Background: an optimization exercise with open tools, aiming at small area. Do not read the settings as production practice. Function was checked by simulation only, so behaviour that the tests miss may differ from the original. Power figures rest on the tool's default switching activity, not on a simulated workload.

$ cat design/flow/config.mk
export PLATFORM = sky130hd
export DESIGN_NAME = Top
export DESIGN_NICKNAME = Top
export VERILOG_FILES = /design/flow/design.v
export SDC_FILE = /design/flow/constraint.sdc
export NUM_CORES = 4
export LEC_CHECK = 0
export CAP_MARGIN = 20
export CORE_MARGIN = 2
export CORE_UTILIZATION = 40
export CTS_BUF_LIST = sky130_fd_sc_hd__clkbuf_16
export CTS_CLUSTER_DIAMETER = 100
export CTS_CLUSTER_SIZE = 25
export SLEW_MARGIN = 20
export SYNTH_HIERARCHICAL = 1
$ cat design/flow/constraint.sdc
create_clock -name core_clock -period 5.0 [get_ports {clock}]
set_input_delay 1.0000 -clock core_clock [delete_from_list [all_inputs] [get_ports {clock}]]
set_output_delay 1.0000 -clock core_clock [all_outputs]
set_load 0.01 [all_outputs]
$ cat design/flow/design.v
module Top(
  input         clock,
  input         reset,
  input         io_top_wr,
  input         io_top_rd,
  input  [3:0]  io_top_address,
  input  [31:0] io_top_wdata,
  output [31:0] io_top_rdata,
  input  [3:0]  io_top_length,
  input         io_top_ready,
  input         io_top_rddatavalid
);
  reg        busy;         
  reg [3:0]  r_len;
  reg [3:0]  r_address;
  reg [31:0] r_wdata;
  reg        r_wr;
  reg        r_rd;
  reg [2:0]  r_cnt;        
  reg        read_wait;
  reg [31:0] rf [0:9];
  wire cmd      = io_top_wr | io_top_rd;
  wire cnt0     = r_cnt == 3'd0;
  wire len_gt1  = |io_top_length[3:1];
  wire rlen_gt1 = |r_len[3:1];
  wire beat     = (io_top_ready & ~r_rd) | io_top_rddatavalid;
  wire step     = busy & beat;
  wire load     = ~busy & cmd & cnt0;
  wire load_en  = ~busy & cmd & (len_gt1 | cnt0);
  always @(posedge clock) begin
    if (reset) begin
      busy      <= 1'b0;
      r_len     <= 4'd0;
      r_address <= 4'd0;
      r_wr      <= 1'b0;
      r_rd      <= 1'b0;
      r_cnt     <= 3'd0;
      read_wait <= 1'b0;
    end else begin
      if (busy)
        busy <= ~beat | rlen_gt1;
      else
        busy <= cmd & len_gt1;
      if (load)
        r_len <= io_top_length;
      else if (step)
        r_len <= (r_len == 4'd0) ? 4'd0 : r_len - 4'd1;
      if (load)
        r_address <= io_top_address;
      else if (step)
        r_address <= rlen_gt1 ? r_address + 4'd1 : 4'd0;
      if (load_en) begin
        r_wr <= io_top_wr;
        r_rd <= io_top_rd;
      end else if (step) begin
        r_wr <= rlen_gt1 & r_wr;
        r_rd <= rlen_gt1 & r_rd;
      end
      if (busy | cmd)
        r_cnt <= (busy ? beat : io_top_ready) ? 3'd0 : r_cnt + 3'd1;
      if (busy) begin
        if (beat) read_wait <= rlen_gt1;
      end else if (read_wait & io_top_rddatavalid)
        read_wait <= len_gt1;
      else if (~io_top_wr & io_top_rd)
        read_wait <= io_top_ready | read_wait;
    end
  end
  wire wd_clr  = reset | (step & ~rlen_gt1);
  wire wd_load = (~busy & io_top_wr & cnt0) | (step & rlen_gt1);
  wire [31:0] wd_next;
  Ao22 #(.W(32)) u_wd (.a(wd_load & ~wd_clr), .b(io_top_wdata),
                       .c(~wd_load & ~wd_clr), .d(r_wdata), .y(wd_next));
  always @(posedge clock)
    r_wdata <= wd_next;
  wire wen = beat & r_wr;
  wire ren = read_wait & io_top_rddatavalid & r_rd & ~r_wr;
  wire [9:0] we, keep, rs;
  RowDec u_dec (.addr(r_address), .wen(wen), .ren(ren), .we(we), .keep(keep), .rs(rs));
  wire [31:0] rq [0:9];
  genvar g, b;
  generate
    for (g = 0; g < 10; g = g + 1) begin : g_row
      wire [31:0] d;
      assign rq[g] = rf[g];
      Ao22 #(.W(32)) u_next (.a(we[g]), .b(r_wdata), .c(keep[g]), .d(rf[g]), .y(d));
      always @(posedge clock)
        rf[g] <= d;
    end
    for (b = 0; b < 32; b = b + 1) begin : g_bit
      RdSel u_sel (.s(rs), .d({rq[9][b], rq[8][b], rq[7][b], rq[6][b], rq[5][b],
                               rq[4][b], rq[3][b], rq[2][b], rq[1][b], rq[0][b]}),
                   .y(io_top_rdata[b]));
    end
  endgenerate
endmodule
module Ao22 #(parameter W = 1) (
  input          a,
  input  [W-1:0] b,
  input          c,
  input  [W-1:0] d,
  output [W-1:0] y
);
  genvar i;
  generate
    for (i = 0; i < W; i = i + 1) begin : g
      Ao22Bit u (.a(a), .b(b[i]), .c(c), .d(d[i]), .y(y[i]));
    end
  endgenerate
endmodule
module Ao22Bit(
  input  a, b, c, d,
  output y
);
  assign y = (a & b) | (c & d);
endmodule
module RowDec(
  input  [3:0] addr,
  input        wen,
  input        ren,
  output [9:0] we,
  output [9:0] keep,
  output [9:0] rs
);
  genvar g;
  generate
    for (g = 0; g < 10; g = g + 1) begin : g_row
      assign we[g]   = wen & (addr == g);
      assign keep[g] = ~we[g];
      assign rs[g]   = ren & (addr == g);
    end
  endgenerate
endmodule
module RdSel(
  input  [9:0] s,
  input  [9:0] d,
  output       y
);
  wire n0, n1, n2, n3;
  Aoi222 u0 (.a(s[0]), .b(d[0]), .c(s[1]), .d(d[1]), .e(s[2]), .f(d[2]), .y(n0));
  Aoi222 u1 (.a(s[3]), .b(d[3]), .c(s[4]), .d(d[4]), .e(s[5]), .f(d[5]), .y(n1));
  Aoi222 u2 (.a(s[6]), .b(d[6]), .c(s[7]), .d(d[7]), .e(s[8]), .f(d[8]), .y(n2));
  Nand2 u3 (.a(s[9]), .b(d[9]), .y(n3));
  Nand4 u4 (.a(n0), .b(n1), .c(n2), .d(n3), .y(y));
endmodule
module Aoi222(
  input  a, b, c, d, e, f,
  output y
);
  assign y = ~((a & b) | (c & d) | (e & f));
endmodule
module Nand2(
  input  a, b,
  output y
);
  assign y = ~(a & b);
endmodule
module Nand4(
  input  a, b, c, d,
  output y
);
  assign y = ~(a & b & c & d);
endmodule
$ cat design/flow/run.sh
#!/bin/bash
# synth_recipe.tcl (not shown) runs the flow's synth.tcl, then flattens the netlist and writes it again
# the make line also repeats each setting of config.mk as NAME=value (left out here)
make -C /OpenROAD-flow-scripts/flow DESIGN_CONFIG=/design/flow/config.mk WORK_HOME=/design/flow/orfs CLKGATE_MAP_FILE= SYNTH_SCRIPT=/design/flow/synth_recipe.tcl finish
==> qor.csv, run 1 <==
metric,value,unit
synthCells,1018,
hold_viol_final,0,
ctsRootBufferMaster,clkbuf_16,
grt_overflow_total,0,
synth.largest_area_cell,dfxtp_1,
die_area,32820,µm²
num_rows,64,
worstMarginPinSlew,1.079,ns
fin_crit,4.462,ns
grt_max_degree,33,
finClkSkew,0.009151,ns
cp_max_fo,32,
rsz0062_at_grt,no,
ir_drop,0.2520,mV
via_per_inst,6.615,
ys_warn_count,9,
power_density,381.1,nW/µm²
clk_path_buf_depth,3,
avgSynthCellArea,12.33,µm²
pin_count,78,
synth_edf_count,0,
required,4.00,ns
fillCellCount,2791,
async_flop_share,0,%
start_util,40.83,%
grt_antenna_before_repair,0,
dpl.hpwl,21250,µm
post_drt_wl_per_cell,25.76,µm
nNetsFinal,1194,
worst_setup_path_end_kind,primary output,
cts_tree,done,
drt-total-wl,39730,µm
cp.arrival,3.46,ns
yosys.area.top_type_share,58.52,%
port_buffers,77,
die-height,181.2,µm
slew_headroom,27.88,%
final_antenna_net_count,0,
final_cell_mix,"dfxtp_1, a22o_1, a222oi_1",
cts_made_buffers,18,
antennaDiodeCount,0,
max_cap_violations,0,
grt_pass1_vias,9836,
postCtsHoldBufs,0,
clk_latency,0.52,ns
status,timing/DRC/antenna clean,
clock.fmax,224.1,MHz
drc,0,
ys_types,47,
syn2layout_area_growth,17.93,%
seq_area_frac_synth,58.52,%
final_common_cell,dfxtp_1,
synthTopCellsByArea,"dfxtp_1, a22o_1, a222oi_1",
post-route-period-util,89.24,%
finalNonFillerCells,1542,
syn_area,12550,µm²
finalMaxSlewViolations,0,
post_cts.repair.setup_buffers,0,
total_leakage_power,5.425,nW
grt_pass1_wl,60490,µm
die_x,181.2,µm
coreArea,30750,µm²
cts_resized,0,
clk_pin_slew_worst_paths,0.09,ns
synth_fp_nets,1067,
place.gp.congestion,0.7599,
htree_levels,1,
rrSetupSlack,2.30,ns
crit_type,primary input to primary output,
synthFlopType,dfxtp_1,
layout-drive-gt1-share,7.941,%
clkSinkCount,367,
drt_iter0_drc,1380,
holdCritPathClass,register to register,
grt_use_total,23.52,%
ys_ff_latch,367,
vias,10200,
setup_violations,0,
drt_first_pass_iters,7,
dp_cells,1520,
setup_tns,0,ns
start_kind,primary input,
==> routing by layer <==
layer  wire length [µm]  part of all wire [%]  GRT usage, %
met2              17660                    44         36.72
met4                983                   2.5         6.699
met1              17950                    45         34.14
met3               3131                   7.9         2.963
met5                  0                     0             0
==> layout make-up <==
cell class | count | area (µm²) | share of cell area (%)
clock buffer | 19 | 475.5 | 3.211
clock inverter | 2 | 12.51 | 0.08451
inverter | 2 | 7.507 | 0.05071
multi-input combinational | 643 | 5281 | 35.67
sequential | 367 | 7347 | 49.62
tap | 396 | 495.5 | 3.347
timing repair buffer | 113 | 1186 | 8.012
==> cells in the mapped netlist (all sizes together), types with 2 or more instances <==
cell and number:
dfxtp 367, a22o 352, a222oi 96, nand2 49, nand4 32, nor2 32, a21oi 8, nand3 8
o21ai 6, nand3b 5, nor2b 5, buf 4, o211ai 4, or3 4, a311oi 3, a31oi 3
and3b 3, ha 3, nand2b 3, or3b 3, xnor2 3, a211oi 2, and2b 2, clkbuf 2
inv 2, mux2 2, nor3 2, or2 2
==> per-module statistics from Yosys (local to each module, per instance), a selection <==
| module | area (µm²) | flip-flops and latches |
|---|---|---|
| Ao22Bit | 8.758 | 0 |
| Top | 7945 | 367 |
| Nand4 | 6.256 | 0 |
| RowDec | 245.2 | 0 |
| Nand2 | 3.754 | 0 |
| Aoi222 | 10.01 | 0 |
==> state kept, by name (all words and copies together) (netlist names) <==
register   count
rf           320
r_wdata       32
r_address      4
r_len          4
r_cnt          3
busy           1
r_rd           1
r_wr           1
read_wait      1
==> path summary, 6_finish.rpt <==
check        cells after the start               start                end
min reg2reg                      1    rf[8][5]$_DFF_P_   rf[8][5]$_DFF_P_
max                              8  io_top_rddatavalid   io_top_rdata[22]
min                              1    rf[8][5]$_DFF_P_   rf[8][5]$_DFF_P_
max reg2reg                      6   r_rd$_SDFFE_PP0P_  rf[4][25]$_DFF_P_
==> cells by family (layout without fill, tap and decap cells) <==
kind of cell / count (synthesis) / in the layout / share of synthesized area [%]
AO/OA/AOI/OAI: 481 / 481 / 34.13
XOR/XNOR: 3 / 3 / 0.2093
adder cells (fa/ha/maj): 3 / 3 / 0.2990
buffers and inverters: 8 / 136 / 0.3388
flip-flops: 367 / 367 / 58.52
multiplexers: 3 / 3 / 0.2591
AND/OR/NAND/NOR: 153 / 153 / 6.239
==> through the flow <==
step	hold WS, ns	area (µm²)	worst slack [ns]	total power, W	util [%]
2_1_floorplan	0.4383	12550	0.9459	0.003886	-
3_3_place_gp	0.4506	14290	0.5538	0.004086	46.47
3_5_place_dp	0.4521	14290	0.5479	0.004102	46.47
4_1_cts	0.4801	14780	0.5357	0.005670	48.06
5_1_grt	0.4887	14810	0.4609	0.005889	48.15
6_report	0.4763	14810	0.5380	0.005642	48.15
==> critical path, stage by stage <==
cell             delay, ns
clkdlybuf4s50_1       0.49
and4b_1               0.25
or3b_4                0.43
nor2_2                0.14
buf_12                0.24
a222oi_1              0.15
nand4_1               0.18
clkdlybuf4s50_1       0.58
==> power breakdown <==
group | leakage, nW | switching (W) | internal, W | total (W)
Clock | 0.240 | 0.000901 | 0.000686 | 0.00159
Sequential | 2.98 | 0.000271 | 0.00326 | 0.00353
Combinational | 2.21 | 0.000223 | 0.000300 | 0.000523
==> run 2: changes to the inputs <==
==> design/flow/flow/run.sh (new file) <==
#!/bin/bash
# Own layout flow: the standard layout (standard.sh, unchanged synthesis) with two
# make settings added:
#  - the port buffers are sky130_fd_sc_hd__buf_1 (one buffer on every input and output)
#  - the clock tree is built from clkbuf_8 clusters of up to 16 sinks, without dummy loads
# make's output goes to standard_flow.log; each ORFS step logs to orfs/logs/.
set -euo pipefail
bash standard.sh \
  "BUFFER_PORTS_ARGS=-buffer_cell sky130_fd_sc_hd__buf_1" \
  "CTS_ARGS=-sink_clustering_enable -repair_clock_nets -buf_list sky130_fd_sc_hd__clkbuf_8 -sink_clustering_size 16 -sink_clustering_max_diameter 80 -dont_use_dummy_load" \
  finish > standard_flow.log 2>&1
==> design/flow/standard.sh (new file) <==
#!/bin/bash
# synth_recipe.tcl (not shown) runs the flow's synth.tcl, then flattens the netlist and writes it again
# the make line also repeats each setting of config.mk as NAME=value (left out here)
make -C /OpenROAD-flow-scripts/flow DESIGN_CONFIG=/design/flow/config.mk WORK_HOME=/design/flow/orfs CLKGATE_MAP_FILE= SYNTH_SCRIPT=/design/flow/synth_recipe.tcl "${@:-finish}"
removed: design/flow/run.sh
==> qor.csv, run 2 <==
metric,value,unit,change
drt_iter0_drc,1340,,-2.9%
finalMaxSlewViolations,0,,unchanged
slew_headroom,23.81,%,-4.1 points
grt_antenna_before_repair,0,,unchanged
htree_levels,1,,unchanged
start_kind,primary input,,
worst_setup_path_end_kind,primary output,,
required,4.00,ns,about the same
p_seq_share,65.4,%,+2.8 points
place.gp.congestion,0.7747,,+1.9%
rr_endpoint,rf[2][28]$_DFF_P_,,
fillCellCount,2877,,+3.1%
fin_crit,4.217,ns,-0.2452 ns
final_antenna_net_count,0,,unchanged
multi_input_comb_area,5321,µm²,+0.76%
ir_drop,0.2091,mV,-17%
reg2reg_from,r_rd$_SDFFE_PP0P_,,
hold_viol_final,0,,unchanged
post-route-period-util,84.34,%,-4.9 points
muxShareOfSynthArea,0.2591,%,unchanged
postCtsHoldBufs,0,,unchanged
synth_common_cells,"dfxtp_1, a22o_1, a222oi_1",,
drt-met1-wl,18060,µm,+0.61%
holdCritPathClass,register to register,,
antennaDiodeCount,0,,unchanged
netSwitchingFraction,26.06,%,+1.3 points
coreArea,30750,µm²,unchanged
syn2layout_area_growth,12.18,%,
rsz0062_at_grt,no,,
clkSinkCount,367,,unchanged
grt_use_total,23.22,%,-0.31 points
vias,10100,,-0.97%
largestRegisters,"rf (320), r_wdata (32)",,
yosysMostFrequentCell,dfxtp_1,,
synthCells,1018,,unchanged
finClkSkew,0.06585,ns,+0.05670 ns
nNetsFinal,1192,,-0.17%
setup_violations,0,,unchanged
regMostFlops,rf,,
status,timing/DRC/antenna clean,,
ctsRootBufferMaster,clkbuf_8,,
power_density,383.8,nW/µm²,+0.72%
cts_resized,0,,unchanged
crit_type,primary input to primary output,,
start_util,40.83,%,unchanged
cp.arrival,3.22,ns,-0.24 ns
ff_latch_area,7347,µm²,unchanged
p_int,0.003997,W,-5.9%
synthFlopType,dfxtp_1,,
drc,0,,unchanged
wl_met3,2797,µm,-11%
clk_path_buf_depth,3,,unchanged
rrSetupSlack,2.24,ns,-0.06 ns
max_cap_violations,0,,unchanged
grt_max_degree,33,,unchanged
ys_ff_latch,367,,unchanged
port_buffers,77,,unchanged
via_per_inst,6.572,,-0.65%
cp_max_fo,14,,-56%
r2r_cells,6,,unchanged
ys_types,47,,unchanged
synth-compound-area-share,34.13,%,unchanged
clock.fmax,237.1,MHz,+5.8%
final_common_cell,dfxtp_1,,
syn_area,12550,µm²,unchanged
synth_edf_count,0,,unchanged
synth_top_family_by_area,compound AO/OA/AOI/OAI gates,,
top_layer,met4,,
hold_depth,1,,unchanged
layout-drive-gt1-share,7.713,%,-0.23 points
pwr-share-clk,25.5,%,-2.6 points
min_to,rf[1][15]$_DFF_P_,,
setup_tns,0,ns,unchanged
worstMarginPinSlew,1.140,ns,+0.06089 ns
synthTopCellsByArea,"dfxtp_1, a22o_1, a222oi_1",,
async_flop_share,0,%,unchanged
synth_xor_area_share,0.2093,%,unchanged
drt-total-wl,38880,µm,-2.1%
synth_fa_ha_area_share,0.2990,%,unchanged
drt_first_pass_iters,6,,-1
ys_warn_count,9,,unchanged
clk_latency,0.62,ns,+0.10 ns
die_area,32820,µm²,unchanged
timing.hold.ws,0.4785,ns,+0.002165 ns
grt_pass1_wl,60400,µm,-0.16%
cts_made_buffers,26,,+8
synth-simple-area-share,6.239,%,unchanged
wl_met2,17350,µm,-1.7%
seq_area_frac_synth,58.52,%,unchanged
yosys.area.top_type_share,58.52,%,unchanged
largest_reg_flops,320,,unchanged
cts_tree,done,,
die_x,181.2,µm,unchanged
power,0.005406,W,-4.2%
die-height,181.2,µm,unchanged
power.switching,0.001409,W,+0.91%
comb_power_share,9.1,%,-0.2 points
num_rows,64,,unchanged
avgSynthCellArea,12.33,µm²,unchanged
total_leakage_power,5.111,nW,-5.8%
post_drt_wl_per_cell,25.30,µm,-1.8%
synth.largest_area_cell,dfxtp_1,,
pin_count,78,,unchanged
dpl.hpwl,21650,µm,+1.9%
grt_overflow_total,0,,unchanged
clk_pin_slew_worst_paths,0.10,ns,about the same
synth_fp_nets,1067,,unchanged
hold_path_startpoint,rf[1][15]$_DFF_P_,,
grt_pass1_vias,9880,,+0.45%
final_cell_mix,"dfxtp_1, a22o_1, a222oi_1",,
post_cts.repair.setup_buffers,0,,unchanged
-- run 2: cell counts after synthesis --
No cell type changed its count.
-- run 2: per-module statistics from Yosys, one instance, submodules excluded, excerpt --
| module | flops+latches | cell area, µm² |
|---|---|---|
| RowDec | 0 | 245.2 |
| Top | 367 | 7945 |
| Ao22Bit | 0 | 8.758 |
| Nand4 | 0 | 6.256 |
| Aoi222 | 0 | 10.01 |
| Nand2 | 0 | 3.754 |
-- run 2: worst max path at each step --
stage,start,endpoint,cells past startpoint
floorplan,io_top_rddatavalid,io_top_rdata[0],5
detailed placement,io_top_rddatavalid,io_top_rdata[9],8
finish,io_top_rddatavalid,io_top_rdata[1],8
global placement,io_top_rddatavalid,io_top_rdata[11],8
CTS,io_top_rddatavalid,io_top_rdata[9],8
global route,io_top_rddatavalid,io_top_rdata[9],8
-- run 2: worst max-delay path, stage by stage --
cell	delay, ns
buf_1	0.27
and4b_1	0.32
or3b_4	0.45
nor2_4	0.40
buf_4	0.30
a222oi_1	0.14
nand4_1	0.16
buf_1	0.16
-- run 2: cell families after synthesis --
kind of cell | Yosys count
simple gates | 153
compound gates | 481
buf+inv | 8
mux | 3
flops | 367
xor+xnor | 3
fa+ha+maj | 3
-- run 2: power groups by stage --
stage	sequential (W)	combinational [W]	clock [W]
6_report	0.00354	0.000493	0.00138
5_1_grt	0.00358	0.000545	0.00152
4_1_cts	0.00353	0.000494	0.00140
3_5_place_dp	0.00359	0.000495	0
3_3_place_gp	0.00359	0.000477	0
2_1_floorplan	0.00350	0.000383	0
-- run 2: layer usage --
layer  vias to the layer above  track usage [%]
met3                        49            3.245
li1                       4567                -
met1                      5080            33.82
met4                         0            6.081
met5                         -                0
met2                       405            36.08
-- run 2: per-stage QoR --
step	worst slack, ns	utilization (%)	std cells	area [µm²]
2_1_floorplan	0.9459	-	1018	12550
3_3_place_gp	0.8306	44.55	1510	13700
3_5_place_dp	0.7999	44.55	1510	13700
4_1_cts	0.7941	45.71	1536	14060
5_1_grt	0.5961	45.80	1537	14080
6_report	0.7832	45.80	1537	14080
-- run 2: final cells by class --
| type | instances | area share (%) |
|---|---|---|
| multi-input cells | 643 | 37.78 |
| flip-flops and latches | 367 | 52.17 |
| clock buffers | 26 | 2.541 |
| well taps | 396 | 3.518 |
| repair buffers | 103 | 3.936 |
| inverters | 2 | 0.05330 |

-- afterwards: timing with drivers on the ports --
No port has a modelled driver above. Below, the same layouts with a new extraction and two added sets of constraints.
Step 1 assumes that a clkbuf_16 drives the clock port and a buf_2 every other input.
Step 2, shift: input delay + t, output delay - t, t = (earliest + latest rising clock arrival at the registers) / 2. This alone moves slack from input paths to output paths.
a / b / c = ideal / step 1 / step 2; a / b = the first two.
| run | t, ns | slack for setup (ns) | worst data-port slew with drivers (ns) |
|---|---|---|---|
| run 1 | 0.562 | 0.538 / 0.516 / 0.516 | 0.03 |
| run 2 | 0.631 | 0.783 / 0.762 / 0.762 | 0.03 |
After both steps setup and hold are still met in every run listed. The setup slack of run 1, which loses most, moves by -0.022 ns with the drivers and by -0.022 ns with both steps.
